This design comes from an exercise in tuning for small area on the open sky130 flow, not from production work. The RTL was checked by simulation tests, not by an equivalence proof against the original design. Power figures rest on the tool's default switching activity, not on a simulated workload.

==> flow/design.v (outline; a module is shown in full before it is edited, if it fits) <==
// module gnrl_dfflrs: 20 lines
// module gnrl_dfflr: 20 lines
// module gnrl_dffl: 16 lines
// module gnrl_dffrs: 19 lines
// module gnrl_dffr: 19 lines
// module gnrl_pipe_stage: 27 lines
// module exu_decode: 235 lines
// module ifu_minidec: 35 lines
// module ifu_bpu: 34 lines
// module ifu_ifetch: 138 lines
// module ifu_ifu2itcm: 21 lines
// module ifu: 77 lines
// module exu_regfile: 31 lines
// module exu_disp: 66 lines
// module exu_alu_dpath: 317 lines
// module exu_alu_rglr: 48 lines
// module exu_alu_bjp: 50 lines
// module exu_alu_lsuagu: 108 lines
// module exu_alu: 391 lines
// module exu_branchslv: 21 lines
// module exu_commit: 38 lines
// module exu_oitf: 84 lines
// module exu_longpwbck: 25 lines
// module exu_wbck: 34 lines
// module exu: 282 lines
// module lsu_ctrl: 92 lines
// module lsu: 57 lines
// module core: 145 lines
// module itcm_ctrl: 22 lines
// module dtcm_ctrl: 32 lines
// module cpu: 78 lines
module cpu (
    input [32-1:0] pc_rtvec,
    output [16-2-1:0] itcm_ram_addr,
    input [32-1:0] itcm_ram_dout,
    output dtcm_ram_we,
    output [16-2-1:0] dtcm_ram_addr,
    output [32-1:0] dtcm_ram_din,
    output [4-1:0] dtcm_ram_wem,
    input [32-1:0] dtcm_ram_dout,
    input clk, 
    input rst_n 
);
  // ...
==> flow/run.sh <==
#!/bin/bash
# synth_recipe.tcl (not shown) runs the flow's synth.tcl, then flattens the netlist and writes it again
# the make line also repeats each setting of config.mk as NAME=value (left out here)
make -C /OpenROAD-flow-scripts/flow DESIGN_CONFIG=/design/flow/config.mk WORK_HOME=/design/flow/orfs CLKGATE_MAP_FILE= SYNTH_SCRIPT=/design/flow/synth_recipe.tcl finish
==> flow/config.mk <==
export PLATFORM = sky130hd
export DESIGN_NAME = cpu
export DESIGN_NICKNAME = cpu
export VERILOG_FILES = /design/flow/design.v
export SDC_FILE = /design/flow/constraint.sdc
export NUM_CORES = 8
export LEC_CHECK = 0
export ABC_CLOCK_PERIOD_IN_PS = 10000
export CAP_MARGIN = 20
export CORE_MARGIN = 2
export CORE_UTILIZATION = 40
export SLEW_MARGIN = 20
==> flow/constraint.sdc <==
create_clock -name core_clock -period 20.0 [get_ports {clk}]
set_input_delay 4.0000 -clock core_clock [delete_from_list [all_inputs] [get_ports {clk}]]
set_output_delay 4.0000 -clock core_clock [all_outputs]
set_load 0.01 [all_outputs]
==> run_results.csv, run 1 <==
group,metric,value,unit
outcome,outcome,"no timing/DRC/antenna violations",
flow_run,cap_violations,0,
setup_path,start_kind,"register",
floorplanning,start_util,40.3,%
detailed_routing,dr.max_layer_used,"met5",
logic_synthesis,synth-xor-area-share,1.38,%
power_and_ir_drop,pwr-share-comb,39.9,%
detailed_routing,postRouteAntennaNets,0,
clocking,cts_setup_buffers,0,
final_layout,layout.cells.non_filler,10253,
logic_synthesis,synth_top_area_share,41.3,%
logic_synthesis,async_flop_share,100,%
min_path,hold_class,"reg2reg",
final_layout,largest_class,"multi-input gates",
power_and_ir_drop,powerSeq,3.28,mW
floorplanning,core,0.167,mm^2
clocking,cts_root_buf,"clkbuf_16",
final_layout,multi_input_area_share,48.0,%
floorplanning,fp.dieArea,0.172,mm^2
timing,hold_viol,0,
detailed_routing,vias,74325,
logic_synthesis,synth.distinct_cells,116,
grt,grt_pass1_wl,554000,um
setup_path,cp.arrival,14600,ps
grt,busiest_layer,"met2",
==> module cpu, before the edit <==
module cpu (
    input [32-1:0] pc_rtvec,
    output [16-2-1:0] itcm_ram_addr,
    input [32-1:0] itcm_ram_dout,
    output dtcm_ram_we,
    output [16-2-1:0] dtcm_ram_addr,
    output [32-1:0] dtcm_ram_din,
    output [4-1:0] dtcm_ram_wem,
    input [32-1:0] dtcm_ram_dout,
    input clk, 
    input rst_n 
);
wire ifu2itcm_cmd_valid;
wire ifu2itcm_cmd_ready;
wire [16-1:0] ifu2itcm_cmd_addr;
wire ifu2itcm_rsp_valid;
wire ifu2itcm_rsp_ready;
wire [32-1:0] ifu2itcm_rsp_rdata;
wire lsu2dtcm_cmd_valid;
wire lsu2dtcm_cmd_ready;
wire lsu2dtcm_cmd_read;
wire [16-1:0] lsu2dtcm_cmd_addr;
wire [32-1:0] lsu2dtcm_cmd_wdata;
wire [4-1:0] lsu2dtcm_cmd_wmask;
wire lsu2dtcm_rsp_valid;
wire lsu2dtcm_rsp_ready;
wire [32-1:0] lsu2dtcm_rsp_rdata;
core u_core (
    .pc_rtvec(pc_rtvec),
    .ifu2itcm_cmd_valid(ifu2itcm_cmd_valid),
    .ifu2itcm_cmd_ready(ifu2itcm_cmd_ready),
    .ifu2itcm_cmd_addr(ifu2itcm_cmd_addr),
    .ifu2itcm_rsp_valid(ifu2itcm_rsp_valid),
    .ifu2itcm_rsp_ready(ifu2itcm_rsp_ready),
    .ifu2itcm_rsp_rdata(ifu2itcm_rsp_rdata),
    .lsu2dtcm_cmd_valid(lsu2dtcm_cmd_valid),
    .lsu2dtcm_cmd_ready(lsu2dtcm_cmd_ready),
    .lsu2dtcm_cmd_read(lsu2dtcm_cmd_read),
    .lsu2dtcm_cmd_addr(lsu2dtcm_cmd_addr),
    .lsu2dtcm_cmd_wdata(lsu2dtcm_cmd_wdata),
    .lsu2dtcm_cmd_wmask(lsu2dtcm_cmd_wmask),
    .lsu2dtcm_rsp_valid(lsu2dtcm_rsp_valid),
    .lsu2dtcm_rsp_ready(lsu2dtcm_rsp_ready),
    .lsu2dtcm_rsp_rdata(lsu2dtcm_rsp_rdata),
    .clk(clk),
    .rst_n(rst_n)
);
itcm_ctrl u_itcm_ctrl (
    .ifu2itcm_cmd_valid(ifu2itcm_cmd_valid),
    .ifu2itcm_cmd_ready(ifu2itcm_cmd_ready),
    .ifu2itcm_cmd_addr(ifu2itcm_cmd_addr),
    .ifu2itcm_rsp_valid(ifu2itcm_rsp_valid),
    .ifu2itcm_rsp_ready(ifu2itcm_rsp_ready),
    .ifu2itcm_rsp_rdata(ifu2itcm_rsp_rdata),
    .itcm_ram_addr(itcm_ram_addr),
    .itcm_ram_dout(itcm_ram_dout),
    .clk(clk),
    .rst_n(rst_n)
);
dtcm_ctrl u_dtcm_ctrl (
    .lsu2dtcm_cmd_valid(lsu2dtcm_cmd_valid),
    .lsu2dtcm_cmd_ready(lsu2dtcm_cmd_ready),
    .lsu2dtcm_cmd_read(lsu2dtcm_cmd_read),
    .lsu2dtcm_cmd_addr(lsu2dtcm_cmd_addr),
    .lsu2dtcm_cmd_wmask(lsu2dtcm_cmd_wmask),
    .lsu2dtcm_cmd_wdata(lsu2dtcm_cmd_wdata),
    .lsu2dtcm_rsp_valid(lsu2dtcm_rsp_valid),
    .lsu2dtcm_rsp_ready(lsu2dtcm_rsp_ready),
    .lsu2dtcm_rsp_rdata(lsu2dtcm_rsp_rdata),
    .dtcm_ram_we(dtcm_ram_we),
    .dtcm_ram_addr(dtcm_ram_addr),
    .dtcm_ram_wem(dtcm_ram_wem),
    .dtcm_ram_din(dtcm_ram_din),
    .dtcm_ram_dout(dtcm_ram_dout),
    .clk(clk),
    .rst_n(rst_n)
);
endmodule
==> run 2: changes to the inputs <==
==> flow/design.v (replaced) <==
module cpu (
    input  [31:0] pc_rtvec,
    output [13:0] itcm_ram_addr,
    input  [31:0] itcm_ram_dout,
    output        dtcm_ram_we,
    output [13:0] dtcm_ram_addr,
    output [31:0] dtcm_ram_din,
    output [3:0]  dtcm_ram_wem,
    input  [31:0] dtcm_ram_dout,
    input         clk,
    input         rst_n
);
    wire [31:0] ins = itcm_ram_dout;
    reg  [2:0] ph;       
    reg        pass2;    
    reg        init;     
    wire ph0 = (ph == 3'd0);
    wire ph7 = (ph == 3'd7);
    wire o6 = ins[6], o5 = ins[5], o4 = ins[4], o3 = ins[3], o2 = ins[2];
    wire [2:0] f3 = ins[14:12];
    wire is_bxx   = o6 & ~o2;
    wire is_jal   = o6 & o3;
    wire is_jalr  = o6 & o2 & ~o3;
    wire is_load  = ~o6 & ~o5 & ~o4;
    wire is_store = ~o6 & o5 & ~o4;
    wire is_alu   = ~o6 & o4 & ~o2;      
    wire is_op    = is_alu & o5;
    wire is_u     = ~o6 & o4 & o2;       
    wire is_lui   = is_u & o5;
    wire is_auipc = is_u & ~o5;
    wire is_shift = is_alu & (f3[1:0] == 2'b01);
    wire is_slt   = is_alu & (f3[2:1] == 2'b01);
    wire two_pass = is_bxx | is_load | is_store | is_shift | is_slt;
    wire last = ph7 & (init | pass2 | ~two_pass);
    always @(posedge clk or negedge rst_n)
        if (!rst_n) begin
            ph    <= 3'd0;
            pass2 <= 1'b0;
            init  <= 1'b1;
        end else begin
            ph <= ph + 3'd1;
            if (ph7) begin
                init  <= 1'b0;
                pass2 <= ~pass2 & two_pass & ~init;
            end
        end
    wire [4:0] rs1 = ins[19:15];
    wire [4:0] rs2 = ins[24:20];
    wire [4:0] rd  = ins[11:7];
    wire       rd_we;
    wire [3:0] rd_wd;
    wire [3:0] rf_head [0:31];
    assign rf_head[0] = 4'd0;
    genvar g;
    generate
        for (g = 1; g < 32; g = g + 1) begin : rf
            reg  [31:0] r;
            wire        wen = rd_we & (rd == g);
            always @(posedge clk)
                r <= {(wen ? rd_wd : r[3:0]), r[31:4]};
            assign rf_head[g] = r[3:0];
        end
    endgenerate
    wire [3:0] ra = rf_head[rs1];
    wire [3:0] rb = rf_head[rs2];
    reg  [31:0] pcr;
    wire [3:0]  pch = pcr[3:0];
    reg [31:0] imm;
    always @* begin
        if (is_bxx)
            imm = {{20{ins[31]}}, ins[7], ins[30:25], ins[11:8], 1'b0};
        else if (is_jal)
            imm = {{12{ins[31]}}, ins[19:12], ins[20], ins[30:21], 1'b0};
        else if (is_u)
            imm = {ins[31:12], 12'd0};
        else if (is_store)
            imm = {{21{ins[31]}}, ins[30:25], ins[11:7]};
        else
            imm = {{21{ins[31]}}, ins[30:20]};
    end
    wire [3:0] imm_nib = imm[{ph, 2'b00} +: 4];
    reg        cy;       
    reg        zacc;     
    reg        cmp;      
    wire a_pc   = is_jal | is_auipc | (is_bxx & pass2);
    wire a_zero = is_lui | is_shift;
    wire b_reg  = is_op | (is_bxx & ~pass2);
    wire sub    = (is_op & (f3 == 3'b000) & ins[30]) | is_slt | (is_bxx & ~pass2);
    wire [3:0] opa = a_pc ? pch : (a_zero ? 4'd0 : ra);
    wire [3:0] opb = b_reg ? rb : imm_nib;
    wire [3:0] opbx = opb ^ {4{sub}};
    wire       cin = ph0 ? sub : cy;
    wire [4:0] sum = {1'b0, opa} + {1'b0, opbx} + {4'd0, cin};
    wire [3:0] alu_res = (is_alu & f3[2]) ?
                         (f3[1] ? (f3[0] ? (opa & opb) : (opa | opb)) : (opa ^ opb)) :
                         sum[3:0];
    wire eq   = (ph0 | zacc) & (sum[3:0] == 4'd0);
    wire ltu  = ~sum[4];
    wire lts  = (opa[3] ^ opb[3]) ? opa[3] : ~sum[4];
    wire uns  = is_bxx ? f3[1] : f3[0];
    wire lres = uns ? ltu : lts;
    wire cmpres = is_bxx ? ((f3[2] ? lres : eq) ^ f3[0]) : lres;
    always @(posedge clk) begin
        cy   <= sum[4];
        zacc <= eq;
        if (ph7 & ~pass2) cmp <= cmpres;
    end
    reg        ci;
    wire [4:0] inc = {1'b0, pch} + (ph0 ? 5'd4 : {4'd0, ci});
    always @(posedge clk) ci <= inc[4];
    reg [15:0] dreg;
    always @(posedge clk)
        if (~pass2 & ~ph[2]) dreg <= {sum[3:0], dreg[15:4]};
    wire [1:0] off = dreg[1:0];
    reg [31:0] sreg;
    always @(posedge clk)
        sreg <= {(o4 ? ra : rb), sreg[31:4]};
    reg sgn;
    wire [2:0] li = ph + {off, 1'b0};
    wire [3:0] ldnib = dtcm_ram_dout[{li, 2'b00} +: 4];
    wire sgn_ld = pass2 & is_load & ((ph == 3'd1 & f3[1:0] == 2'b00) | (ph == 3'd3 & f3[1:0] == 2'b01));
    always @(posedge clk)
        if ((ph7 & ~pass2) | sgn_ld) sgn <= pass2 ? ldnib[3] : ra[3];
    wire lfill = (f3[1:0] == 2'b00 & ph >= 3'd2) | (f3[1:0] == 2'b01 & ph >= 3'd4);
    wire [3:0] ldres = lfill ? {4{sgn & ~f3[2]}} : ldnib;
    wire [4:0] shamt = dreg[4:0];
    wire       sright = f3[2];
    wire [4:0] rot = sright ? shamt : (5'd0 - shamt);
    wire       fillb = sright & ins[30] & sgn;
    reg  [3:0] shres;
    integer i;
    always @* begin
        for (i = 0; i < 4; i = i + 1) begin : sh
            reg [4:0] pos;
            reg [5:0] pe;
            reg [4:0] idx;
            pos = {ph, 2'b00} + i;
            pe  = {1'b0, pos} + {1'b0, shamt};
            idx = rot + i;
            if (sright)
                shres[i] = pe[5] ? fillb : sreg[idx];
            else
                shres[i] = (pos < shamt) ? 1'b0 : sreg[idx];
        end
    end
    wire wr1 = (is_alu & ~is_shift & ~is_slt) | is_u | is_jal | is_jalr;
    wire wr2 = is_slt | is_shift | is_load;
    assign rd_we = ~init & (rd != 5'd0) & (pass2 ? wr2 : wr1);
    assign rd_wd = pass2 ? (is_load  ? ldres :
                            is_shift ? shres :
                                       {3'd0, cmp & ph0}) :
                           (o6 ? inc[3:0] : alu_res);
    wire [3:0] vec_nib = pc_rtvec[{ph, 2'b00} +: 4];
    wire [3:0] tgt = {sum[3:1], sum[0] & ~(is_jalr & ph0)};
    wire [3:0] pc_in = init  ? vec_nib :
                       pass2 ? (is_bxx ? (cmp ? tgt : inc[3:0]) : pch) :
                               (is_bxx ? pch : (o6 ? tgt : inc[3:0]));
    always @(posedge clk)
        pcr <= {pc_in, pcr[31:4]};
    reg [13:0] areg;
    assign itcm_ram_addr = last ? pcr[19:6] : areg;
    always @(posedge clk)
        areg <= itcm_ram_addr;
    wire [2:0] wph = 3'd0 - {off, 1'b0};
    assign dtcm_ram_we   = ~init & pass2 & is_store & (ph == wph);
    assign dtcm_ram_addr = dreg[15:2];
    assign dtcm_ram_din  = sreg;
    assign dtcm_ram_wem  = f3[1] ? 4'b1111 :
                           f3[0] ? (off[1] ? 4'b1100 : 4'b0011) :
                                   (4'b0001 << off);
endmodule
==> run 2 against run 1 <==
  * Largest cell class is now sequential cells
  * Fmax is 68% higher
  * Highest routed layer unchanged
  * Sequential power is 27% lower
  * Routed wire length is 80% lower
  * Combinational power is about 90% lower
  * Largest power group is now registers
  * Design area is 52% lower
==> run_results.csv, run 2 <==
group,metric,value,unit
outcome,outcome,"no timing/DRC/antenna violations",
grt,grt_max_degree,42,
floorplanning,die_w,283,um
floorplanning,fp.dieArea,0.0800,mm^2
detailed_routing,drc,0,
setup_path,worstPathRequired,16000,ps
final_layout,top_register,"rf.r",
logic_synthesis,ys_top_cells_by_count,"1073 x dfxtp_1, 164 x mux2_2, 91 x nor2_1, 78 x nand2_1, 74 x a21oi_1",
setup_path,ff2ff_path_depth,18,
placement,routabilityCongestion,0.926,
clocking,htree_levels,3,
final_layout,antenna_cells,0,
timing,whs,304,ps
clocking,cts_root_buf,"clkbuf_16",
timing,slew_viol_final,0,
logic_synthesis,seq_area_frac_synth,71.2,%
floorplanning,row_count,102,
clocking,max-clock-path-buffers,3,
timing,hold_viol,0,
setup_path,crit_buf_inv,3,
logic_synthesis,yosys.area.top_type,"dfxtp_1",
logic_synthesis,synth.net_count,2387,
logic_synthesis,netlist_area,0.0311,mm^2
detailed_routing,postRouteAntennaNets,0,
setup_path,max_stage_delay,1080,ps
setup_path,cp-end-kind,"output port",
final_layout,top_regs,"rf.r (992), pcr (32), sreg (32)",
final_layout,largest_reg_flops,992,
logic_synthesis,yosysMostFrequentCell,"dfxtp_1",
floorplanning,dieHeight,283,um
timing,skew,33.7,ps
detailed_routing,drt_iter0_drc,1255,
setup_path,reg2reg_setup_slack,14200,ps
min_path,holdPathStages,0,
setup_path,critPathMaxFanout,22,
detailed_routing,wl_per_cell,22.5,um
clocking,cts.clk_slew.worst_paths,60,ps
timing,final.min_clock_period,11090,ps
timing,setup_viol,0,
timing,fin_ws,8910,ps
min_path,worstHoldStart,"rf[7].r[10]$_DFF_P_",
setup_path,reg2reg_from,"pass2$_DFFE_PN0N_",
setup_path,crit_chain,"clkdlybuf4s50_1 -> o21ai_0 -> a21oi_1 -> nor2_1 -> o31ai_2 -> buf_4 -> mux2_2 -> clkdlybuf4s50_1",
logic_synthesis,avgSynthCellArea,13.8,um^2
grt,grt_pass1_vias,17641,
timing,fmax,90.2,MHz
placement,dp_hpwl,55200,um
logic_synthesis,synth_area_leaders,"dfxtp_1 69%, mux2_2 5.9%, mux4_2 4.0%",
logic_synthesis,synth_edf_count,18,
power_and_ir_drop,peakVddDrop,0.0000908,V
power_and_ir_drop,p_leak,14.6,nW
detailed_routing,drt_wl_total,79900,um
detailed_routing,first_pass_iters,6,
floorplanning,start_util,40.3,%
clocking,cts_tree,"built",
grt,antenna_found_initial,2,
logic_synthesis,synth.distinct_cells,81,
clocking,clkLatencyLatePin,680,ps
grt,grt_pass1_wl,118000,um
timing,slew_headroom,27.2,%
setup_path,critical_path_class,"in2out",
floorplanning,core,0.0772,mm^2
min_path,min_to,"rf[7].r[6]$_DFF_P_",
final_layout,final_cell_mix,"1073 x dfxtp_1, 164 x mux2_2, 159 x clkdlybuf4s50_1, 100 x clkbuf_16, 91 x nor2_1",
grt,gr-total-overflow,0,
timing,period_share,55.4,%
timing,fin_setup_tns,0,ps
min_path,hold_class,"reg2reg",
setup_path,crit_path_frequent_cell,"clkdlybuf4s50_1",
logic_synthesis,syn_inst,2252,
flow_run,cap_violations,0,
clocking,cts_sinks,1096,
timing,worst_pin_slew,1090,ps
clocking,cts_setup_buffers,0,
clocking,ctsResizeCount,0,
power_and_ir_drop,power,4.67,mW
setup_path,r2r-end,"rf[4].r[30]$_DFF_P_",
placement,place_ws,8960,ps
logic_synthesis,ys_ff_latch,1096,
timing,rsz0062_at_grt,"false",
clocking,holdBufCountCts,0,
detailed_routing,vias_per_cell,4.95,
final_layout,drive_above_1_share,17.5,%
final_layout,area_growth,19.1,%
final_layout,mostFrequentLayoutCell,"dfxtp_1",
final_layout,fin_util,48.0,%
power_and_ir_drop,powerDensity,126,mW/mm^2
setup_path,cp_slowest_cell,"clkdlybuf4s50_1",
grt,grt_usage,19.8,%
final_layout,layout.nets,2564,
clocking,cts_buffers,100,
floorplanning,boundaryPins,163,
logic_synthesis,synth_top_area_share,69.0,%
setup_path,cp.arrival,7090,ps
logic_synthesis,synth-main-ff-cell,"dfxtp_1",
detailed_routing,vias,17590,
logic_synthesis,async_flop_share,0.456,%
placement,numPortBuffers,160,
logic_synthesis,yosysWarnings,1,
setup_path,start_kind,"input port",
setup_path,cpLargestDelayFamily,"buffers and inverters",
run 2: metal layers:
layer	GRT usage, %	share of wire [%]	up-vias	routed length (um)
met3	4.18	5.7	147	4550
met5	0	0.020	-	16
met1	26.4	45	8617	36000
met4	7.38	3.5	4	2760
li1	-	-	8223	-
met2	31.6	46	599	36500
run 2: power by group:
| part | total [mW] | switching (mW) | internal [mW] |
|---|---|---|---|
| combinational | 0.414 | 0.240 | 0.174 |
| sequential | 2.38 | 0.0611 | 2.32 |
| clock | 1.88 | 0.810 | 1.07 |
run 2: worst max path at each step:
stage / startpoint / slack, ps / to / cells after the start
CTS: itcm_ram_dout[12] / 8950 / itcm_ram_addr[7] / 8
floorplan: itcm_ram_dout[14] / 9980 / itcm_ram_addr[10] / 9
global placement: itcm_ram_dout[12] / 8990 / itcm_ram_addr[2] / 8
finish: itcm_ram_dout[12] / 8910 / itcm_ram_addr[3] / 8
global route: itcm_ram_dout[12] / 8820 / itcm_ram_addr[13] / 8
detailed placement: itcm_ram_dout[12] / 8960 / itcm_ram_addr[11] / 8
run 2: cells by family (layout without fill, tap and decap cells):
group / after synthesis / in the layout / synth area share (%)
DFF: 1096 / 1096 / 71.2
and+or+nand+nor: 361 / 361 / 5.86
AOI/OAI and AO/OA: 321 / 321 / 6.89
muxes: 262 / 262 / 11.5
buffers and inverters: 153 / 411 / 2.31
adders and majority gates: 37 / 37 / 1.51
xor gates and xnor gates: 22 / 22 / 0.792
run 2: final cells by class:
cell class              count  area, um^2
well taps                1040        1300
clock buffers             136        2830
inverters                  38         143
clock inverters            47         537
flip-flops and latches   1096       22100
repair buffers            190        1820
fillers                  6641       40200
multi-input cells        1003        8270
run 2: through the flow:
step	cell area, um^2	instances
detailed placement	33700	3367
floorplan	31100	2252
global placement	33700	3366
CTS	37100	3550
global route	37100	3550
finish	37100	3550
==> run 3: changes to the inputs <==
--- a/flow/design.v
+++ b/flow/design.v
@@ -125,22 +125,17 @@
     wire [3:0] ldres = lfill ? {4{sgn & ~f3[2]}} : ldnib;
-    wire [4:0] shamt = dreg[4:0];
-    wire       sright = f3[2];
-    wire [4:0] rot = sright ? shamt : (5'd0 - shamt);
-    wire       fillb = sright & ins[30] & sgn;
-    reg  [3:0] shres;
-    integer i;
-    always @* begin
-        for (i = 0; i < 4; i = i + 1) begin : sh
-            reg [4:0] pos;
-            reg [5:0] pe;
-            reg [4:0] idx;
-            pos = {ph, 2'b00} + i;
-            pe  = {1'b0, pos} + {1'b0, shamt};
-            idx = rot + i;
-            if (sright)
-                shres[i] = pe[5] ? fillb : sreg[idx];
-            else
-                shres[i] = (pos < shamt) ? 1'b0 : sreg[idx];
-        end
-    end
+    wire [4:0] shamt  = dreg[4:0];
+    wire       s_zero = (shamt == 5'd0);
+    wire       shr    = f3[2] | s_zero;
+    wire [4:0] rot    = shr ? shamt : (5'd0 - shamt);
+    wire [2:0] ta     = rot[4:2];
+    wire [1:0] tb     = rot[1:0];
+    wire [35:0] taps  = {ra, sreg[31:4]};
+    wire [3:0] tap    = taps[{ta, 2'b00} +: 4];
+    wire       wrapped = pass2 & (ta >= ~ph);
+    wire       fillb  = f3[2] & ins[30] & sgn;
+    wire [3:0] tapm   = (shr ? wrapped : ~wrapped) ? {4{fillb}} : tap;
+    reg  [3:0] sp;
+    always @(posedge clk) sp <= tapm;
+    wire [7:0] funnel = {tapm, sp};
+    wire [3:0] shres  = funnel[tb +: 4];
     wire wr1 = (is_alu & ~is_shift & ~is_slt) | is_u | is_jal | is_jalr;
==> flow/flow/run.sh (new file) <==
#!/bin/bash
# Layout flow: the standard ORFS flow (standard.sh) with three changes
#  - synthesis maps logic with an area-oriented ABC script (flow/abc.script);
#    everything else in synthesis is ORFS's own synth.tcl, unchanged
#  - every port gets the smallest buffer (buf_1)
#  - the clock tree uses clkbuf_8 and no dummy loads
# Each ORFS step writes its full log under orfs/logs/; make's output is in flow.log.
set -euo pipefail
HERE=$(pwd)
export FLOW_FLOW_DIR=$HERE/flow
export BUFFER_PORTS_ARGS="-buffer_cell sky130_fd_sc_hd__buf_1"
export CTS_ARGS="-sink_clustering_enable -repair_clock_nets -dont_use_dummy_load -buf_list ${CTS_BUFS:-sky130_fd_sc_hd__clkbuf_8} -sink_clustering_size ${CTS_SIZE:-20} -sink_clustering_max_diameter ${CTS_DIAM:-60}"
bash standard.sh SYNTH_SCRIPT=$HERE/flow/synth.tcl finish > flow.log 2>&1
==> flow/flow/abc.script (new file) <==
strash
dc2
dch
amap -F 20 -A 40
topo
==> flow/flow/synth.tcl (new file) <==
# synth_recipe.tcl with one change: ABC runs flow/abc.script instead of ORFS's.
proc synth {args} { yosys synth -nofsm -noshare {*}$args }
set f [open $::env(SCRIPTS_DIR)/synth.tcl]
set txt [read $f]
close $f
set old {log_cmd abc {*}$abc_args}
if {[string first $old $txt] < 0} { error "synth.tcl: abc call not found" }
set new "log_cmd abc -script $::env(FLOW_FLOW_DIR)/abc.script {*}\[lrange \$abc_args 2 end\]"
eval [string map [list $old $new] $txt]
# left out here: clear keep_hierarchy, flatten, clean up, hide names made inside functions, write 1_2_yosys.v
==> flow/standard.sh (new file) <==
#!/bin/bash
# synth_recipe.tcl (not shown) runs the flow's synth.tcl, then flattens the netlist and writes it again
# the make line also repeats each setting of config.mk as NAME=value (left out here)
make -C /OpenROAD-flow-scripts/flow DESIGN_CONFIG=/design/flow/config.mk WORK_HOME=/design/flow/orfs CLKGATE_MAP_FILE= SYNTH_SCRIPT=/design/flow/synth_recipe.tcl "${@:-finish}"
removed: flow/run.sh
==> run 3 against run 2 <==
  * Count of clock-buffer cells in the layout down 67
  * Via count down 5.2%
  * Hold slack worse by 40 ps
  * Global-route usage is 0.44 points higher
  * Die area decreased by 9.1%
  * Power shrank 22%
  * Combinational power down 33%
  * Non-clock buffer count down 6
  * Routed wire length down 6.6%
  * Design area down 16%
  * Critical path depth rose by 5
  * Largest power group unchanged
==> run_results.csv, run 3 <==
group,metric,value,unit
clocking,clkLatencyLatePin,710,ps
timing,slew_viol_final,0,
detailed_routing,drt_wl_total,74600,um
timing,final.min_clock_period,11050,ps
detailed_routing,drc,0,
setup_path,cp_slowest_cell,"clkinv_1",
logic_synthesis,yosysWarnings,1,
grt,grt_pass1_vias,16067,
setup_path,cpLargestDelayFamily,"buffers and inverters",
placement,dp_hpwl,54800,um
timing,fin_ws,8950,ps
setup_path,critPathMaxFanout,15,
clocking,cts_setup_buffers,0,
logic_synthesis,ys_ff_latch,1100,
floorplanning,die_w,270,um
logic_synthesis,synth_area_leaders,"dfxtp_1 76%, o22a_1 3.3%, nor2_1 2.6%",
grt,grt_max_degree,39,
logic_synthesis,netlist_area,0.0282,mm^2
floorplanning,core,0.0700,mm^2
timing,skew,101,ps
grt,grt_pass1_wl,108000,um
grt,busiest_layer,"met2",
logic_synthesis,yosysMostFrequentCell,"dfxtp_1",
clocking,holdBufCountCts,0,
grt,grtUsageMet3,3.75,%
final_layout,final_cell_area,0.0311,mm^2
detailed_routing,vias,16668,
final_layout,layout.cells.non_filler,3261,
setup_path,crit_buf_inv,6,
logic_synthesis,synth_top_area_share,76.3,%
setup_path,crit_path_frequent_cell,"clkinv_1",
final_layout,final_cell_mix,"1077 x dfxtp_1, 193 x nor2_1, 160 x buf_1, 121 x clkinv_1, 107 x o22a_1",
final_layout,layout.nets,2443,
placement,post_dp_cell_area,0.0301,mm^2
final_layout,top_regs,"rf.r (992), pcr (32), sreg (32)",
grt,grt_usage,20.2,%
timing,worst_pin_slew,973,ps
detailed_routing,vias_per_cell,5.11,
timing,setup_viol,0,
logic_synthesis,async_flop_share,0.455,%
logic_synthesis,synth_edf_count,18,
power_and_ir_drop,p_leak,11.7,nW
logic_synthesis,synth.distinct_cells,45,
setup_path,critical_path_class,"in2out",
timing,slew_headroom,34.6,%
flow_run,cap_violations,0,
setup_path,start_kind,"input port",
detailed_routing,drt_iter0_drc,1697,
final_layout,area_growth,10.1,%
clocking,max-clock-path-buffers,3,
logic_synthesis,yosys.area.top_type,"dfxtp_1",
clocking,cts.clk_slew.worst_paths,110,ps
floorplanning,dieHeight,270,um
setup_path,reg2reg_from,"dreg[0]$_DFFE_PP_",
grt,gr-total-overflow,0,
grt,grt_use_met2,31.2,%
final_layout,drive_above_1_share,4.28,%
logic_synthesis,seq_area_frac_synth,78.7,%
grt,met1_usage,28.4,%
clocking,htree_levels,3,
setup_path,cp-startpoint,"itcm_ram_dout[6]",
final_layout,mostFrequentLayoutCell,"dfxtp_1",
timing,period_share,55.2,%
placement,numPortBuffers,160,
placement,placed_cells,3183,
grt,antenna_found_initial,5,
floorplanning,row_count,97,
power_and_ir_drop,peakVddDrop,0.0000948,V
timing,fin_setup_tns,0,ps
final_layout,top_register,"rf.r",
timing,rsz0062_at_grt,"false",
setup_path,cp.arrival,7050,ps
clocking,ctsResizeCount,0,
clocking,cts_buffers,69,
logic_synthesis,synth.net_count,2202,
logic_synthesis,avgSynthCellArea,13.6,um^2
timing,fmax,90.5,MHz
detailed_routing,postRouteAntennaNets,0,
setup_path,worstPathRequired,16000,ps
clocking,cts_sinks,1100,
clocking,cts_root_buf,"clkbuf_8",
min_path,worstHoldStart,"rf[4].r[22]$_DFF_P_",
floorplanning,boundaryPins,163,
setup_path,crit_chain,"buf_1 -> clkinv_1 -> nand2_1 -> clkinv_1 -> nand2_1 -> nor3_1 -> or2_0 -> nor3_1 -> o31ai_2 -> buf_4 -> clkinv_1 -> o22a_1 -> buf_1",
final_layout,largest_reg_flops,992,
floorplanning,fp.dieArea,0.0728,mm^2
floorplanning,start_util,40.3,%
logic_synthesis,syn_inst,2073,
setup_path,max_stage_delay,460,ps
timing,hold_viol,0,
detailed_routing,wl_per_cell,22.9,um
placement,place_ws,8970,ps
logic_synthesis,ys_top_cells_by_count,"1077 x dfxtp_1, 193 x nor2_1, 121 x clkinv_1, 107 x o22a_1, 68 x a21oi_1",
setup_path,reg2reg_setup_slack,13770,ps
setup_path,cp-end-kind,"output port",
power_and_ir_drop,power,3.65,mW
placement,routabilityCongestion,0.950,
detailed_routing,first_pass_iters,8,
power_and_ir_drop,powerDensity,117,mW/mm^2
min_path,hold_class,"reg2reg",
outcome,outcome,"no timing/DRC/antenna violations",
logic_synthesis,synth-main-ff-cell,"dfxtp_1",
clocking,cts_tree,"built",
## run 3: final timing paths
check	end	cells past startpoint
max in group asynchronous	init$_DFFE_PN1N_	1
hold / removal	rf[4].r[18]$_DFF_P_	0
hold reg to reg	rf[4].r[18]$_DFF_P_	0
min in group asynchronous	ph[1]$_DFF_PN0_	1
setup reg to reg	rf[27].r[31]$_DFF_P_	25
setup / recovery	itcm_ram_addr[3]	13
## run 3: final cells by class
type	count	area [um^2]
diodes	9	22.5
well taps	940	1180
fillers	6454	38900
multi-input cells	838	5490
repair buffers	184	781
clock buffers	69	950
inverters	121	454
flip-flops and latches	1100	22200
## run 3: where the power goes
part           total, mW  switching (mW)  internal [mW]
Clock              0.912           0.599          0.313
Sequential          2.46          0.0786           2.38
Combinational      0.278           0.194         0.0837
Total               3.65           0.872           2.77
## run 3: worst register-to-register path, stage by stage (launching register included)
cell and delay, ps:
edfxtp_1 580, clkinv_1 320, ha_1 330, clkinv_1 70
nor3_1 50, ha_1 170, nor2_1 240, clkinv_1 230
o31ai_2 260, buf_4 250, clkinv_1 400, ha_1 430
o21a_1 160, o21a_1 170, o21ai_0 210, nor2_1 60
a21oi_1 170, clkinv_1 150, a31oi_1 310, a31oi_1 140
a22o_1 290, nor2_1 90, nor4_1 70, a221o_1 310
buf_4 330, o22a_1 370
## run 3: layer usage
metal | vias up | share of wire (%)
li1 | 7854 | -
met1 | 8099 | 47
met2 | 583 | 44
met3 | 128 | 5.5
met4 | 4 | 3.5
met5 | - | 0.028
## run 3: kinds of logic after synthesis
| kind of cell | Yosys count | share of synthesized area, % |
|---|---|---|
| DFF | 1100 | 78.7 |
| AOI/OAI and AO/OA | 469 | 12.6 |
| buffers and inverters | 135 | 1.98 |
| adders and majority gates | 31 | 1.43 |
| and+or+nand+nor | 338 | 5.29 |
## run 3: stage by stage
| stage | utilization, % | hold slack, ps |
|---|---|---|
| after floorplan | - | 310 |
| after global placement | 43.0 | 310 |
| after detailed placement | 43.0 | 312 |
| after CTS | 44.4 | 256 |
| after global routing | 44.4 | 265 |
| final | 44.4 | 263 |
==> run 4: changes to the inputs <==
--- a/flow/design.v
+++ b/flow/design.v
@@ -87,3 +87,4 @@
     wire b_reg  = is_op | (is_bxx & ~pass2);
-    wire sub    = (is_op & (f3 == 3'b000) & ins[30]) | is_slt | (is_bxx & ~pass2);
+    wire sub    = (is_op & (f3 == 3'b000) & ins[30]) | is_slt | (is_bxx & ~pass2) |
+                      (is_shift & ~f3[2]);
     wire [3:0] opa = a_pc ? pch : (a_zero ? 4'd0 : ra);
@@ -125,6 +126,4 @@
     wire [3:0] ldres = lfill ? {4{sgn & ~f3[2]}} : ldnib;
-    wire [4:0] shamt  = dreg[4:0];
-    wire       s_zero = (shamt == 5'd0);
-    wire       shr    = f3[2] | s_zero;
-    wire [4:0] rot    = shr ? shamt : (5'd0 - shamt);
+    wire [4:0] rot    = dreg[4:0];
+    wire       shr    = f3[2] | (rot == 5'd0);
     wire [2:0] ta     = rot[4:2];
==> flow/flow/run.sh (replaced) <==
#!/bin/bash
# Layout flow: the standard ORFS flow (standard.sh) with these changes
#  - synthesis: ORFS's own synth.tcl, but logic is mapped by an area-oriented
#    ABC script; the flow synthesizes with each flow/abc*.script (in cand/N)
#    and keeps the one with the smallest cell area. Full/half-adder cell
#    extraction and the Kogge-Stone adder map are off (ripple logic is smaller).
#    Registers are mapped exactly as in the standard synthesis (ABC only maps
#    combinational logic).
#  - every port gets the smallest buffer (buf_1)
#  - the clock tree uses clkbuf_8 leaves in clusters of 20 and no dummy loads
# Each ORFS step writes its full log under orfs/logs/ (cand/N/logs/ for the
# trial syntheses); make's output is in flow.log and synth_N.log.
set -euo pipefail
HERE=$(pwd)
export FLOW_FLOW_DIR=$HERE/flow
export BUFFER_PORTS_ARGS="-buffer_cell sky130_fd_sc_hd__buf_1"
export CTS_ARGS="-sink_clustering_enable -repair_clock_nets -dont_use_dummy_load -buf_list ${CTS_BUFS:-sky130_fd_sc_hd__clkbuf_8} -sink_clustering_size ${CTS_SIZE:-20} -sink_clustering_max_diameter ${CTS_DIAM:-60}"
SYN="SYNTH_SCRIPT=$HERE/flow/synth.tcl ADDER_MAP_FILE= SYNTH_OPERATIONS_ARGS=-noshare"

best=""; best_area=""
for s in flow/abc*.script; do
  n=$(basename $s .script)
  export FLOW_ABC_SCRIPT=$HERE/$s
  if bash standard.sh $SYN WORK_HOME=$HERE/cand/$n synth > synth_$n.log 2>&1; then
    a=$(grep -m1 "Chip area for module" cand/$n/reports/*/cpu/base/synth_stat.txt | awk '{print $NF}')
    echo "$n $a" >> synth_areas.txt
    if [[ -z "$best" ]] || awk -v a=$a -v b=$best_area 'BEGIN{exit !(a<b)}'; then best=$n; best_area=$a; fi
  fi
done
echo "best $best $best_area" >> synth_areas.txt
export FLOW_ABC_SCRIPT=$HERE/flow/$best.script
bash standard.sh $SYN finish > flow.log 2>&1
==> flow/flow/abc1.script (new file) <==
strash
dc2
dch
amap -F 20 -A 40
topo
==> flow/flow/abc2.script (new file) <==
strash
refactor
rewrite
dc2
dch
amap -F 20 -A 40
topo
==> flow/flow/abc3.script (new file) <==
strash
dc2
dch -f
amap -F 20 -A 40
topo
==> flow/flow/abc4.script (new file) <==
strash
ifraig
dc2
strash
dch
amap -F 20 -A 40
topo
==> flow/flow/abc5.script (new file) <==
strash
dc2
strash
balance
rewrite
refactor
balance
rewrite
rewrite -z
balance
refactor -z
rewrite -z
balance
strash
dch
amap -F 20 -A 40
topo
==> flow/flow/abc6.script (new file) <==
strash
dch
amap -F 20 -A 40
topo
==> flow/flow/synth.tcl (replaced) <==
# synth_recipe.tcl with one change: ABC runs the script named by FLOW_ABC_SCRIPT
# (one of flow/abc*.script) instead of ORFS's.
proc synth {args} { yosys synth -nofsm -noshare {*}$args }
set f [open $::env(SCRIPTS_DIR)/synth.tcl]
set txt [read $f]
close $f
set old {log_cmd abc {*}$abc_args}
if {[string first $old $txt] < 0} { error "synth.tcl: abc call not found" }
set new "log_cmd abc -script $::env(FLOW_ABC_SCRIPT) {*}\[lrange \$abc_args 2 end\]"
eval [string map [list $old $new] $txt]
# left out here: clear keep_hierarchy, flatten, clean up, hide names made inside functions, write 1_2_yosys.v
removed: flow/flow/abc.script
==> run 4 against run 3 <==
  * Register-to-register slack worse by 380 ps
  * Utilization about the same
  * Fmax down 4.2%
  * Count of clock-buffer cells in the layout unchanged
  * Largest cell class unchanged
  * Largest power group unchanged
  * Highest routed layer unchanged
==> run_results.csv, run 4 <==
group,metric,value,unit
outcome,outcome,"no timing/DRC/antenna violations",
final_layout,top_register,"rf.r",
clocking,cts_buffers,69,
setup_path,cp.arrival,7540,ps
logic_synthesis,syn_inst,2016,
placement,routabilityCongestion,0.965,
grt,grt_usage,20.0,%
timing,skew,104,ps
power_and_ir_drop,powerDensity,119,mW/mm^2
grt,gr-total-overflow,0,
floorplanning,die_w,268,um
grt,busiest_layer,"met2",
detailed_routing,wl_per_cell,22.9,um
timing,fmax,86.7,MHz
setup_path,start_kind,"input port",
logic_synthesis,synth_edf_count,18,
setup_path,cp_slowest_cell,"o31ai_1",
logic_synthesis,synth.distinct_cells,48,
floorplanning,start_util,40.4,%
detailed_routing,vias,16367,
logic_synthesis,async_flop_share,0.455,%
placement,dp_hpwl,53300,um
grt,antenna_found_initial,3,
min_path,holdPathStages,0,
setup_path,cp-end-kind,"output port",
clocking,max-clock-path-buffers,3,
logic_synthesis,ys_ff_latch,1100,
logic_synthesis,ys_top_cells_by_count,"1077 x dfxtp_1, 158 x nor2_1, 131 x o22a_1, 125 x clkinv_1, 61 x a222oi_1",
timing,slew_headroom,26.7,%
clocking,cts_setup_buffers,0,
final_layout,final_cell_mix,"1077 x dfxtp_1, 160 x buf_1, 158 x nor2_1, 131 x o22a_1, 125 x clkinv_1",
grt,grt_max_degree,32,
clocking,ctsResizeCount,0,
timing,rsz0062_at_grt,"false",
detailed_routing,drt_iter0_drc,1477,
setup_path,max_stage_delay,510,ps
min_path,hold_class,"reg2reg",
logic_synthesis,seq_area_frac_synth,80.0,%
logic_synthesis,synth_top_area_share,77.6,%
timing,setup_viol,0,
logic_synthesis,yosys.area.top_type,"dfxtp_1",
setup_path,reg2reg_from,"ph[0]$_DFF_PN0_",
clocking,cts_root_buf,"clkbuf_8",
final_layout,mostFrequentLayoutCell,"dfxtp_1",
grt,grt_pass1_wl,104000,um
final_layout,layout.nets,2344,
logic_synthesis,synth_area_leaders,"dfxtp_1 78%, o22a_1 4.1%, a222oi_1 2.2%",
setup_path,worstPathRequired,16000,ps
floorplanning,fp.dieArea,0.0716,mm^2
setup_path,ff2ff_path_depth,22,
timing,slew_viol_final,0,
floorplanning,row_count,96,
final_layout,nFillCells,6261,
logic_synthesis,avgSynthCellArea,13.8,um^2
floorplanning,dieHeight,268,um
setup_path,crit_path_frequent_cell,"clkinv_1",
setup_path,critical_path_class,"in2out",
power_and_ir_drop,p_leak,11.3,nW
detailed_routing,postRouteAntennaNets,0,
timing,fin_setup_tns,0,ps
logic_synthesis,yosysMostFrequentCell,"dfxtp_1",
detailed_routing,drc,0,
final_layout,top_regs,"rf.r (992), pcr (32), sreg (32)",
setup_path,crit_chain,"buf_1 -> clkinv_1 -> nor3_1 -> clkinv_1 -> o31ai_1 -> a211oi_1 -> o31ai_2 -> buf_4 -> clkinv_1 -> o22a_1 -> buf_1",
floorplanning,core,0.0687,mm^2
setup_path,worstSetupPathDepth,11,
grt,grtUsageMet3,3.60,%
final_layout,drive_above_1_share,3.92,%
clocking,cts_tree,"built",
setup_path,crit_end,"itcm_ram_addr[8]",
final_layout,largest_reg_flops,992,
timing,final.min_clock_period,11540,ps
grt,met1_usage,25.8,%
setup_path,cpLargestDelayFamily,"buffers and inverters",
timing,whs,248,ps
power_and_ir_drop,peakVddDrop,0.0000641,V
logic_synthesis,yosysWarnings,1,
grt,grt_use_met2,32.8,%
detailed_routing,drt_wl_total,72800,um
setup_path,crit_buf_inv,6,
flow_run,cap_violations,0,
setup_path,reg2reg_setup_slack,13390,ps
logic_synthesis,netlist_area,0.0278,mm^2
clocking,clkLatencyLatePin,710,ps
floorplanning,boundaryPins,163,
logic_synthesis,synth-main-ff-cell,"dfxtp_1",
clocking,htree_levels,3,
clocking,cts_sinks,1100,
timing,period_share,57.7,%
clocking,cts.clk_slew.worst_paths,100,ps
detailed_routing,vias_per_cell,5.15,
clocking,holdBufCountCts,0,
timing,hold_viol,0,
grt,grt_pass1_vias,15753,
timing,worst_pin_slew,1100,ps
detailed_routing,first_pass_iters,9,
setup_path,r2r-end,"rf[20].r[30]$_DFF_P_",
setup_path,critPathMaxFanout,15,
setup_path,cp-startpoint,"itcm_ram_dout[4]",
placement,numPortBuffers,160,
final_layout,area_growth,9.94,%
logic_synthesis,synth.net_count,2114,
run 4: changes by cell type in the layout (fill, tap and decap cells not counted), sizes merged, moves of 8 or more:
cell   delta
o22ai    +11
buf      -11
nand4    -24
o22a     +24
a21oi    -22
nor3      +8
ha       -29
a22oi    +18
nand2     +9
nor2     -35
run 4: worst reg2reg max path, stage by stage (launching register included):
cell and delay [ps]:
dfrtp_1 660, clkinv_1 490, nor2_1 840, clkinv_1 550, o22ai_1 310, a21oi_1 90, o2111a_1 240, o22ai_1 360
a21oi_1 170, nor2_1 170, a21o_1 120, nor2_1 60, nor2_1 140, nor2_1 80, nor2_1 180, nor2_1 80
a21oi_1 600, nand2_1 80, o21ai_0 170, o221ai_1 240, o221ai_4 110, buf_4 540, o22a_1 340
run 4: stage by stage:
step	setup slack [ps]	power [mW]	cells	util, %	cell area, um^2
2_1_floorplan	9110	2.60	2016	-	27800
3_3_place_gp	8590	2.76	3106	43.1	29600
3_5_place_dp	8570	2.77	3106	43.1	29600
4_1_cts	8560	3.67	3175	44.4	30500
5_1_grt	8270	3.78	3177	44.4	30500
6_report	8460	3.63	3177	44.4	30500
run 4: worst min-delay path by stage:
stage / startpoint / endpoint / slack [ps]
after floorplan: pcr[4]$_DFF_P_ / pcr[0]$_DFF_P_ / 310
after global placement: rf[4].r[23]$_DFF_P_ / rf[4].r[19]$_DFF_P_ / 310
after detailed placement: rf[1].r[27]$_DFF_P_ / rf[1].r[23]$_DFF_P_ / 310
after CTS: rf[24].r[17]$_DFF_P_ / rf[24].r[13]$_DFF_P_ / 240
after global routing: rf[24].r[17]$_DFF_P_ / rf[24].r[13]$_DFF_P_ / 240
final: rf[24].r[16]$_DFF_P_ / rf[24].r[12]$_DFF_P_ / 250
run 4: metal layers:
layer  part of all wire (%)  up-vias
met3                    6.5      160
met1                     44     7933
met5                  0.029        -
met4                    4.3        4
met2                     45      668
li1                       -     7602
run 4: final cells by class:
type,instances,area [um^2],area share (%)
inverters,125,469,1.54
flip-flops and latches,1100,22200,72.8
diodes,2,5.00,0.0164
well taps,931,1160,3.81
clock buffers,69,950,3.11
repair buffers,173,698,2.29
multi-input cells,777,5020,16.4
run 4: kinds of logic after synthesis:
group                  share of synthesized area (%)
flip-flops                                      80.0
AND/OR/NAND/NOR                                 4.90
AO/OA/AOI/OAI                                   13.0
buffers and inverters                           2.07
run 4: report_power, final:
part	switching (mW)	internal (mW)	total, mW
combinational	0.189	0.0748	0.264
clock	0.600	0.312	0.912
sequential	0.0767	2.37	2.45
==> run 5: changes to the inputs <==
--- a/flow/design.v
+++ b/flow/design.v
@@ -67,16 +67,18 @@
     wire [3:0]  pch = pcr[3:0];
-    reg [31:0] imm;
+    wire fsb = is_store | is_bxx;
+    wire sgn31 = ins[31];
+    reg [3:0] imm_nib;
     always @* begin
-        if (is_bxx)
-            imm = {{20{ins[31]}}, ins[7], ins[30:25], ins[11:8], 1'b0};
-        else if (is_jal)
-            imm = {{12{ins[31]}}, ins[19:12], ins[20], ins[30:21], 1'b0};
-        else if (is_u)
-            imm = {ins[31:12], 12'd0};
-        else if (is_store)
-            imm = {{21{ins[31]}}, ins[30:25], ins[11:7]};
-        else
-            imm = {{21{ins[31]}}, ins[30:20]};
+        case (ph)
+            3'd0: imm_nib = is_u ? 4'd0 : {(fsb ? ins[10:8] : ins[23:21]),
+                                           (is_store ? ins[7] : (ins[20] & ~is_bxx & ~is_jal))};
+            3'd1: imm_nib = is_u ? 4'd0 : {ins[27:25], (fsb ? ins[11] : ins[24])};
+            3'd2: imm_nib = is_u ? 4'd0 : {(is_bxx ? ins[7] : is_jal ? ins[20] : sgn31), ins[30:28]};
+            3'd3: imm_nib = (is_u | is_jal) ? ins[15:12] : {4{sgn31}};
+            3'd4: imm_nib = (is_u | is_jal) ? ins[19:16] : {4{sgn31}};
+            3'd5: imm_nib = is_u ? ins[23:20] : {4{sgn31}};
+            3'd6: imm_nib = is_u ? ins[27:24] : {4{sgn31}};
+            default: imm_nib = is_u ? ins[31:28] : {4{sgn31}};
+        endcase
     end
-    wire [3:0] imm_nib = imm[{ph, 2'b00} +: 4];
     reg        cy;       
==> flow/flow/run.sh (replaced) <==
#!/bin/bash
# Layout flow: the standard ORFS flow (standard.sh) with these changes
#  - synthesis: ORFS's own synth.tcl, but logic is mapped by an area-oriented
#    ABC script; the flow synthesizes once with each flow/abc*.script (in
#    cand/NAME, several at a time) and keeps the script whose netlist has the
#    smallest cell area. Full/half-adder cell extraction and the Kogge-Stone
#    adder map are off (plain logic is smaller). Registers are mapped exactly
#    as in the standard synthesis (ABC only maps combinational logic).
#  - every port gets the smallest buffer (buf_1)
#  - the clock tree uses clkbuf_8 leaves in clusters of 20 and no dummy loads
# Each ORFS step writes its full log under orfs/logs/ (cand/NAME/logs/ for the
# trial syntheses); make's output is in flow.log and synth_NAME.log, and the
# trial areas in synth_areas.txt.
set -euo pipefail
HERE=$(pwd)
export HERE
export FLOW_FLOW_DIR=$HERE/flow
export BUFFER_PORTS_ARGS="-buffer_cell sky130_fd_sc_hd__buf_1"
export CTS_ARGS="-sink_clustering_enable -repair_clock_nets -dont_use_dummy_load -buf_list ${CTS_BUFS:-sky130_fd_sc_hd__clkbuf_8} -sink_clustering_size ${CTS_SIZE:-20} -sink_clustering_max_diameter ${CTS_DIAM:-60}"
export SYN="SYNTH_SCRIPT=$HERE/flow/synth.tcl ADDER_MAP_FILE= SYNTH_OPERATIONS_ARGS=-noshare"

trial() {
  local n
  n=$(basename "$1" .script)
  if FLOW_ABC_SCRIPT=$HERE/$1 bash standard.sh $SYN WORK_HOME=$HERE/cand/$n synth > synth_$n.log 2>&1; then
    echo "$n $(grep -m1 'Chip area for module' cand/$n/reports/*/cpu/base/synth_stat.txt | awk '{print $NF}')"
  fi
}
export -f trial
ls flow/abc*.script | xargs -P 4 -I{} bash -c 'trial {}' | sort -k2 -g > synth_areas.txt
best=$(head -1 synth_areas.txt | awk '{print $1}')
echo "best $best" >> synth_areas.txt
export FLOW_ABC_SCRIPT=$HERE/flow/$best.script
bash standard.sh $SYN finish > flow.log 2>&1
==> flow/flow/abc01.script (new file) <==
strash
ifraig
dc2
strash
dch
amap -F 20 -A 40
topo
==> flow/flow/abc02.script (new file) <==
strash
ifraig
dc2
strash
dch
amap -m -F 40 -A 80
topo
==> flow/flow/abc03.script (new file) <==
strash
ifraig
dc2
resub -K 8
strash
dch
amap -m -F 40 -A 80
topo
==> flow/flow/abc04.script (new file) <==
strash
fraig
dc2
strash
dch
amap -F 20 -A 40
topo
==> flow/flow/abc05.script (new file) <==
strash
ifraig
dc2
refactor -z
strash
dch
amap -F 20 -A 40
topo
==> flow/flow/abc06.script (new file) <==
strash
ifraig
dc2
refactor -z
strash
dch
amap -m -F 40 -A 80
topo
==> flow/flow/abc07.script (new file) <==
strash
ifraig
dc2
resub -K 8
strash
dch
amap -m -F 20 -A 40 -E 0.01
topo
==> flow/flow/abc08.script (new file) <==
strash
ifraig
dc2
ifraig
dc2
strash
dch
amap -m -F 20 -A 40 -E 0.01
topo
==> flow/flow/abc09.script (new file) <==
strash
dc2
dch -r
amap -m -F 40 -A 80
topo
==> flow/flow/abc10.script (new file) <==
strash
ifraig
refactor -z
rewrite -z
dc2
strash
dch
amap -m -F 40 -A 80
topo
==> flow/flow/abc11.script (new file) <==
strash
ifraig
refactor -z
rewrite -z
dc2
strash
dch
amap -F 20 -A 40
topo
==> flow/flow/abc12.script (new file) <==
strash
ifraig
dc2
strash
dch -f
amap -F 20 -A 40
topo
==> flow/flow/abc13.script (new file) <==
strash
ifraig
dc2
strash
dch -f
amap -m -F 40 -A 80
topo
==> flow/flow/abc14.script (new file) <==
strash
dc2
ifraig
dc2
strash
dch -f
amap -m -F 40 -A 80
topo
==> flow/flow/abc15.script (new file) <==
strash
dc2
dch -f
amap -m -F 40 -A 80
topo
==> flow/flow/abc16.script (new file) <==
strash
ifraig
dc2 -b
strash
dch
amap -F 20 -A 40
topo
--- a/flow/config.mk
+++ b/flow/config.mk
@@ -10,3 +10,3 @@
 export CORE_MARGIN = 2
-export CORE_UTILIZATION = 40
+export CORE_UTILIZATION = 50
 export SLEW_MARGIN = 20
removed: flow/flow/abc1.script
removed: flow/flow/abc2.script
removed: flow/flow/abc3.script
removed: flow/flow/abc4.script
removed: flow/flow/abc5.script
removed: flow/flow/abc6.script
==> run 5 against run 4 <==
  * Clock skew is essentially flat
  * Setup slack better by 640 ps
  * Die area shrank 20%
  * Global-route usage increased by 5.1 points
  * Power fell by 1.0%
  * Still clean on timing, DRC and antenna
  * Via count increased by 0.90%
  * Cell count down 5.9%
  * Sequential power hardly changed
==> run_results.csv, run 5 <==
group,metric,value,unit
outcome,outcome,"no timing/DRC/antenna violations",
logic_synthesis,ys_ff_latch,1100,
grt,antenna_found_initial,3,
detailed_routing,drt_wl_total,72000,um
final_layout,mostFrequentLayoutCell,"dfxtp_1",
detailed_routing,postRouteAntennaNets,0,
final_layout,top_regs,"rf.r (992), pcr (32), sreg (32)",
placement,numPortBuffers,160,
clocking,holdBufCountCts,0,
logic_synthesis,seq_area_frac_synth,80.4,%
logic_synthesis,synth_top_area_share,78.0,%
detailed_routing,drt_iter0_drc,1512,
detailed_routing,drc,0,
logic_synthesis,netlist_area,0.0276,mm^2
setup_path,worstPathRequired,16000,ps
placement,dp_hpwl,52400,um
floorplanning,dieHeight,239,um
power_and_ir_drop,p_leak,11.4,nW
timing,whs,264,ps
setup_path,crit_chain,"buf_1 -> buf_4 -> clkinv_1 -> nor3_1 -> clkinv_1 -> nor3_1 -> a31oi_1 -> clkinv_1 -> nor2_1 -> o31ai_2 -> buf_4 -> clkinv_1 -> o22a_1 -> buf_1",
floorplanning,core,0.0549,mm^2
logic_synthesis,synth-main-ff-cell,"dfxtp_1",
setup_path,cp-end-kind,"output port",
logic_synthesis,synth.net_count,2153,
placement,routabilityCongestion,0.988,
timing,fmax,91.8,MHz
final_layout,drive_above_1_share,3.89,%
setup_path,critPathMaxFanout,15,
timing,slew_viol_final,0,
clocking,ctsResizeCount,0,
timing,slew_headroom,22.8,%
setup_path,cp.arrival,6900,ps
grt,gr-total-overflow,0,
final_layout,area_growth,8.87,%
floorplanning,boundaryPins,163,
grt,busiest_layer,"met2",
detailed_routing,wl_per_cell,24.1,um
logic_synthesis,syn_inst,2055,
grt,grt_use_met2,38.5,%
clocking,cts_sinks,1100,
detailed_routing,vias_per_cell,5.52,
logic_synthesis,synth_edf_count,18,
clocking,cts.clk_slew.worst_paths,100,ps
clocking,max-clock-path-buffers,3,
clocking,clkLatencyLatePin,690,ps
clocking,cts_setup_buffers,0,
logic_synthesis,async_flop_share,0.455,%
grt,grtUsageMet3,4.36,%
final_layout,layout.nets,2385,
logic_synthesis,avgSynthCellArea,13.4,um^2
setup_path,cp_slowest_cell,"clkinv_1",
timing,worst_pin_slew,1150,ps
floorplanning,row_count,86,
power_and_ir_drop,powerDensity,119,mW/mm^2
min_path,hold_class,"reg2reg",
timing,skew,104,ps
logic_synthesis,synth_area_leaders,"dfxtp_1 78%, nor2_1 3.4%, a222oi_1 2.3%",
logic_synthesis,yosysMostFrequentCell,"dfxtp_1",
clocking,cts_tree,"built",
final_layout,nFillCells,4674,
setup_path,start_kind,"input port",
floorplanning,fp.dieArea,0.0572,mm^2
clocking,cts_buffers,68,
clocking,htree_levels,3,
power_and_ir_drop,peakVddDrop,0.0000860,V
floorplanning,die_w,239,um
timing,hold_viol,0,
grt,met1_usage,34.5,%
timing,rsz0062_at_grt,"false",
clocking,cts_root_buf,"clkbuf_8",
final_layout,final_cell_mix,"1077 x dfxtp_1, 252 x nor2_1, 160 x buf_1, 121 x a21oi_1, 80 x clkinv_1",
timing,fin_ws,9100,ps
logic_synthesis,yosysWarnings,1,
final_layout,largest_reg_flops,992,
timing,final.min_clock_period,10900,ps
detailed_routing,vias,16515,
logic_synthesis,ys_top_cells_by_count,"1077 x dfxtp_1, 252 x nor2_1, 121 x a21oi_1, 80 x clkinv_1, 63 x a222oi_1",
final_layout,top_register,"rf.r",
timing,period_share,54.5,%
timing,fin_setup_tns,0,ps
floorplanning,start_util,50.4,%
flow_run,cap_violations,0,
setup_path,critical_path_class,"in2out",
logic_synthesis,yosys.area.top_type,"dfxtp_1",
setup_path,crit_path_frequent_cell,"clkinv_1",
logic_synthesis,synth.distinct_cells,42,
grt,grt_max_degree,32,
grt,grt_pass1_vias,15816,
power_and_ir_drop,power,3.59,mW
grt,grt_pass1_wl,103000,um
timing,setup_viol,0,
grt,grt_usage,25.1,%
detailed_routing,first_pass_iters,9,
setup_path,max_stage_delay,380,ps
placement,place_ws,8920,ps
-- run 5: cell types whose count changed in the layout (fill, tap and decap cells not counted), sizes merged, moves of 13 or more --
cell	before	now
o22a	131	18
nor2	158	252
a21oi	46	121
clkinv	125	80
o32a	1	29
nand2	51	37
nand4	25	39
a22oi	37	50
-- run 5: power by group --
| part | switching [mW] | total (mW) | internal, mW |
|---|---|---|---|
| logic | 0.170 | 0.240 | 0.0699 |
| registers | 0.0789 | 2.45 | 2.37 |
| clock network | 0.592 | 0.900 | 0.308 |
| total | 0.841 | 3.59 | 2.75 |
-- run 5: critical path: cells and delay by family --
| kind | cells | cell delay (ps) |
|---|---|---|
| buffers and inverters | 8 | 1530 |
| AND/OR/NAND/NOR | 3 | 690 |
| AO/OA/AOI/OAI | 3 | 670 |
-- run 5: cell type report --
cell class | instances | area, um^2 | share of cell area, %
well taps | 704 | 881 | 2.93
multi-input cells | 861 | 5010 | 16.7
repair buffers | 176 | 721 | 2.40
diodes | 2 | 5.00 | 0.0166
flip-flops and latches | 1100 | 22200 | 73.9
clock buffers | 68 | 936 | 3.11
inverters | 80 | 300 | 0.998
-- run 5: kinds of logic after synthesis --
logic type	after synthesis	share of synthesized area (%)
simple gates	402	6.26
compound gates	459	11.8
buf+inv	94	1.47
flops	1100	80.4
-- run 5: per-stage QoR --
step	cell area [um^2]	util, %	instances
after detailed placement	29100	53.1	2921
after global placement	29100	53.1	2921
after floorplan	27600	-	2055
final	30100	54.8	2991
after global routing	30100	54.8	2990
after CTS	30100	54.8	2989
-- run 5: final timing paths --
check	start	to	slack [ps]	cells past startpoint
min in group asynchronous	rst_n	pass2$_DFFE_PN0N_	3220	1
max in group asynchronous	rst_n	ph[2]$_DFF_PN0_	16430	1
setup reg to reg	ph[0]$_DFF_PN0_	rf[10].r[31]$_DFF_P_	13580	24
hold / removal	rf[15].r[26]$_DFF_P_	rf[15].r[22]$_DFF_P_	260	0
setup / recovery	itcm_ram_dout[4]	itcm_ram_addr[9]	9100	14
hold reg to reg	rf[15].r[26]$_DFF_P_	rf[15].r[22]$_DFF_P_	260	0
-- run 5: layer usage --
metal | routed length [um] | share of wire, %
met5 | 16 | 0.022
met4 | 3470 | 4.8
met3 | 4850 | 6.7
met2 | 31200 | 43
met1 | 32400 | 45

[afterwards: timing with drivers on the ports]
The flow's constraints put no driver on any port. The routed layouts listed below were extracted and timed again, unchanged, in two steps.
Step 1 assumes that a clkbuf_16 drives the clock port and a buf_2 every other input.
Step 2 moves the port delays by t, midway between the first and last clock arrival at a register: inputs arrive t later, outputs are due t later. That takes back most of the time a late clock gives input paths.
Three values: no drivers, after step 1, after step 2; two values: the first two.
run | shift t [ns] | setup slack, ns | worst hold slack (ns) | clock arrival spread, ns | worst slew at a driven data input, ns
run 1 | 0.914 | 1.396 / 1.302 / 2.217 | 0.463 / 0.463 / 0.463 | 0.076 / 0.077 | 0.06
run 2 | 0.726 | 8.915 / 8.891 / 8.891 | 0.304 / 0.304 / 0.304 | 0.035 / 0.035 | 0.07
run 3 | 0.717 | 8.952 / 8.897 / 8.897 | 0.263 / 0.263 / 0.263 | 0.102 / 0.102 | 0.09
run 4 | 0.717 | 8.462 / 8.437 / 8.437 | 0.248 / 0.248 / 0.248 | 0.104 / 0.104 | 0.10
run 5 | 0.697 | 9.101 / 9.053 / 8.853 | 0.264 / 0.264 / 0.264 | 0.104 / 0.104 | 0.10
After both steps every run listed still meets setup and hold. The setup slack of run 5, which loses most, moves by -0.048 ns with the drivers and by -0.248 ns with both steps.
